Context: an optimization exercise on an open-source flow, tuned for small area. The choices shown serve that exercise and are no tape-out recipe. RTL that was checked went through simulation tests only; none was proved equivalent to the original.

Setup of run K:
==> flow/design.v (excerpt) <==
module adpll_ctr
   (
    input                     rst,
    input                     clk,
    input                     valid,
    input [5-1:0] address,
    input [26-1:0] wdata,
    input                     wstrb,
    output [1:0]              rdata,
    output reg                ready,
    input                     data_mod,  
    output                    dco_pd,
    output reg [1:0]          dco_osc_gain,
    output [4:0]              dco_c_l_rall,
    output [4:0]              dco_c_l_row,
    output [4:0]              dco_c_l_col,
    output [15:0]             dco_c_m_rall,
    output [15:0]             dco_c_m_row,
    output [15:0]             dco_c_m_col,
    output [15:0]             dco_c_s_rall,
    output [15:0]             dco_c_s_row,
    output [15:0]             dco_c_s_col,
    output                    tdc_pd,
    output                    tdc_pd_inj,
    output reg [2:0]          tdc_ctr_freq,
    input [6:0]               tdc_ripple_count,
    input [15:0]              tdc_phase
    );
Size in the first run: roughly 4,600 cells after synthesis, roughly 380 flip-flops, about 34,000 um2 of cells after synthesis.
export LEC_CHECK = 0
export ABC_AREA = 1
export CAP_MARGIN = 20
export CORE_MARGIN = 2
export CORE_UTILIZATION = 40
export PLACE_DENSITY = 0.6
export SLEW_MARGIN = 20
create_clock -name core_clock -period 40.0 [get_ports {clk}]
standard.sh (not shown) runs the stock make flow with config.mk's settings and CLKGATE_MAP_FILE= SYNTH_SCRIPT=/design/flow/synth_recipe.tcl, a recipe that flattens the netlist after the stock synthesis.
==> flow/flow/run.sh <==
#!/bin/bash
# Standard ORFS layout (the standard.sh, standard synthesis unchanged) with
# two changes: the port buffers use the smallest buffer cell, and clock tree
# synthesis inserts no dummy loads and builds the tree from clkbuf_4 cells.
set -euo pipefail
cd "$(dirname "$0")/.."
export BUFFER_PORTS_ARGS="-buffer_cell sky130_fd_sc_hd__buf_1"
export CTS_ARGS="-sink_clustering_enable -repair_clock_nets -dont_use_dummy_load -buf_list sky130_fd_sc_hd__clkbuf_4 -sink_clustering_size 8 -sink_clustering_max_diameter 50"
bash standard.sh > flow_standard.log 2>&1
Run K did not stop at any stage, and its layout met the timing, DRC and antenna checks.
[inputs] run A vs run K
--- a/flow/design.v
+++ b/flow/design.v
@@ -309,19 +309,19 @@
    wire [27+1:0] accum_hi0 = rip({10'd0,accum_p[27-1:9]}, {10'd0,~mod_add}, 1'b1);
    assign ph_diff_accum = {data_mod ? accum_hi1[27-10:0] : accum_hi0[27-10:0],
 			   accum_p[8:0]};
    assign rst_accum_all = rst | rst_accum;
    always @ (posedge clk, posedge rst_accum_all)
      if(rst_accum_all)
        ph_diff_accum_last <= 27'd0;
      else if(en)
        ph_diff_accum_last <= ph_diff_accum;
-   wire [27+1:0] integral_s = rca({1'b0,iir_out}, {1'b0,integral_last}, 1'b0);
+   wire [27+1:0] integral_s = rip({1'b0,iir_out}, {1'b0,integral_last}, 1'b0);
    assign integral = integral_s[27-1:0];
    assign integral_beta = integral >>> beta;
    always @ (posedge clk, posedge rst_accum_all)
       if(rst_accum_all)
          integral_last <= 27'd0;
       else if(en&en_integral)
 	 integral_last <= integral;
    function [27-1:0] iir_stage(input [27-1:0] x, input [27-1:0] y, input [2:0] l);
       reg signed [27:0] d;
[summary]
- Having completed the whole flow, run A delivered a layout that passed the timing, DRC and antenna checks.
- Compared with run K, run A shows a lower vertical die dimension.
- There was hardly any difference in xor-xnor portion of the synthesized cell area between run K and run A.
- [compare] base=run K new=run A: post-route minimum period went up.
- For the final worst slack, run A came in 0.44 ns lower than run K did.
Only the layout flow was run in run A; the RTL was not checked for function there.

* * *

== the previous run ==
Another version of the RTL of adpll_ctr (not shown whole).
For scale: ~4700 cells after synthesis, roughly 380 flip-flops.
==> flow/design.v (excerpt) <==
module adpll_ctr
   (
    input                     rst,
    input                     clk,
    input                     valid,
    input [5-1:0] address,
    input [26-1:0] wdata,
    input                     wstrb,
    output [1:0]              rdata,
    output reg                ready,
    input                     data_mod,  
    output                    dco_pd,
    output reg [1:0]          dco_osc_gain,
    output [4:0]              dco_c_l_rall,
    output [4:0]              dco_c_l_row,
    output [4:0]              dco_c_l_col,
    output [15:0]             dco_c_m_rall,
    output [15:0]             dco_c_m_row,
    output [15:0]             dco_c_m_col,
    output [15:0]             dco_c_s_rall,
    output [15:0]             dco_c_s_row,
    output [15:0]             dco_c_s_col,
    output                    tdc_pd,
    output                    tdc_pd_inj,
    output reg [2:0]          tdc_ctr_freq,
    input [6:0]               tdc_ripple_count,
    input [15:0]              tdc_phase
    );
Settings: LEC_CHECK=0, ABC_AREA=1, CAP_MARGIN=20, CORE_MARGIN=2, CORE_UTILIZATION=40, PLACE_DENSITY=0.6, SLEW_MARGIN=20; clock period 40.0 ns.
Scripts as last shown in full above: flow/flow/run.sh
Here is what was changed in the inputs of the current run compared with the previous run.
--- a/flow/design.v
+++ b/flow/design.v
@@ -274,32 +274,29 @@
    endfunction
    function [27+1:0] rca(input [27:0] a, input [27:0] b, input ci);
       integer i, d;
       reg [27:0] p, g, pp, gg;
       begin
 	 p = a ^ b;
 	 g = a & b;
 	 g[0] = g[0] | (p[0] & ci);
 	 pp = p;
 	 gg = g;
-	 for (i = 0; i <= 27; i = i + 1)
-	   if (i % 4 != 0) begin
-	      gg[i] = gg[i] | (pp[i] & gg[i-1]);
-	      pp[i] = pp[i] & pp[i-1];
+	 for (d = 1; d <= 27; d = d * 2)
+	   for (i = 2*d-1; i <= 27; i = i + 2*d) begin
+	      gg[i] = gg[i] | (pp[i] & gg[i-d]);
+	      pp[i] = pp[i] & pp[i-d];
 	   end
-	 for (i = 7; i <= 27; i = i + 4) begin
-	    gg[i] = gg[i] | (pp[i] & gg[i-4]);
-	    pp[i] = pp[i] & pp[i-4];
-	 end
-	 for (i = 4; i <= 27; i = i + 1)
-	   if (i % 4 != 3) begin
-	      gg[i] = g[i] | (p[i] & gg[i-1]);
+	 for (d = 16; d >= 1; d = d / 2)
+	   for (i = 3*d-1; i <= 27; i = i + 2*d) begin
+	      gg[i] = gg[i] | (pp[i] & gg[i-d]);
+	      pp[i] = pp[i] & pp[i-d];
 	   end
 	 rca[0] = p[0] ^ ci;
 	 for (i = 1; i <= 27; i = i + 1)
 	   rca[i] = p[i] ^ gg[i-1];
 	 rca[27+1] = gg[27];
       end
    endfunction
    wire [27+1:0] ph_diff_hi = rip({{(27+1-12){1'b0}},FCW[26-1:14]},
 				     ~{{(27+1-12){1'b0}},tdc_word}, 1'b1);
    assign ph_diff = {ph_diff_hi[27-1-14:0], FCW[14-1:0]};
@@ -322,21 +319,21 @@
       if(rst_accum_all)
          integral_last <= 27'd0;
       else if(en&en_integral)
 	 integral_last <= integral;
    function [27-1:0] iir_stage(input [27-1:0] x, input [27-1:0] y, input [2:0] l);
       reg signed [27:0] d;
       reg [27+1:0] t;
       reg [27:0] ds;
       reg [7:0]     bw;
       begin
-	 t = rca({x[27-1],x}, ~{y[27-1],y}, 1'b1);
+	 t = rip({x[27-1],x}, ~{y[27-1],y}, 1'b1);
 	 d = t[27:0];
 	 bw = d[7:0] ^ x[7:0] ^ y[7:0];
 	 ds = d >>> l;
 	 t = rca({1'b0,y}, {1'b0,ds[27-1:0]}, bw[l]);
 	 iir_stage = t[27-1:0];
       end
    endfunction
    assign iir1_in = ph_diff_accum;
    assign iir1_out = iir_stage(iir1_in, iir1_out_last, lambda);
    assign iir2_in = iir1_out;
Results
Diff the previous run -> the current run: number of enable flip-flop cells after synthesis about even; number of gates given a new drive strength after cts roughly the same; part of the cycle the worst path needs rose 0.90 points; final wirelength shows a reduction of 2200 µm. Remaining max-slew budget at the tightest pin, the previous run and the current run: larger value in the current run. Post-synthesis adder-cell area fraction for the current run: 2.7 points down relative to the previous run. Against the previous run, the current run reports a worst hold-check slack that is higher. Compared with the previous run, the current run has less setup slack. The fraction of the mapped netlist area in simple logic gates of the current run is higher than that of the previous run. Of the current run and the previous run, it is the current run that has the lower via count of the first global-routing pass. The current run against the previous run: met3 track demand over resource now smaller.

[what the ideal ports hide]
The results above use ideal ports. As a check the final layouts listed here were re-extracted and re-timed, cells and wires unchanged. Step 1, drivers: a clkbuf_16 drives clk and a buf_2 each remaining input, both assumed. Step 2 also shifts input and output timing later by t, the mid clock arrival at the registers, as if the neighbouring blocks saw the same clock. Three values: ideal, step 1, step 2; two values: the first two.
| run | shift t [ns] | setup WS [ns] | worst register clock-pin slew, ns | worst slew at a driven data input, ns | pins driven straight from the clock port |
|---|---|---|---|---|---|
| run K | 0.865 | 1.376 / 1.339 / 1.339 | 0.10 / 0.10 | 0.08 | 1 |
| run A | 0.878 | 0.934 / 0.908 / 0.908 | 0.11 / 0.11 | 0.06 | 1 |
| the previous run | 0.908 | 1.637 / 1.615 / 1.615 | 0.11 / 0.11 | 0.09 | 1 |
| the current run | 0.865 | 1.275 / 1.251 / 1.251 | 0.10 / 0.10 | 0.12 | 1 |
After both steps setup and hold are still met in every run listed. For run K, which loses most, drivers alone change the setup slack by -0.037 ns; drivers and shift together by -0.037 ns.
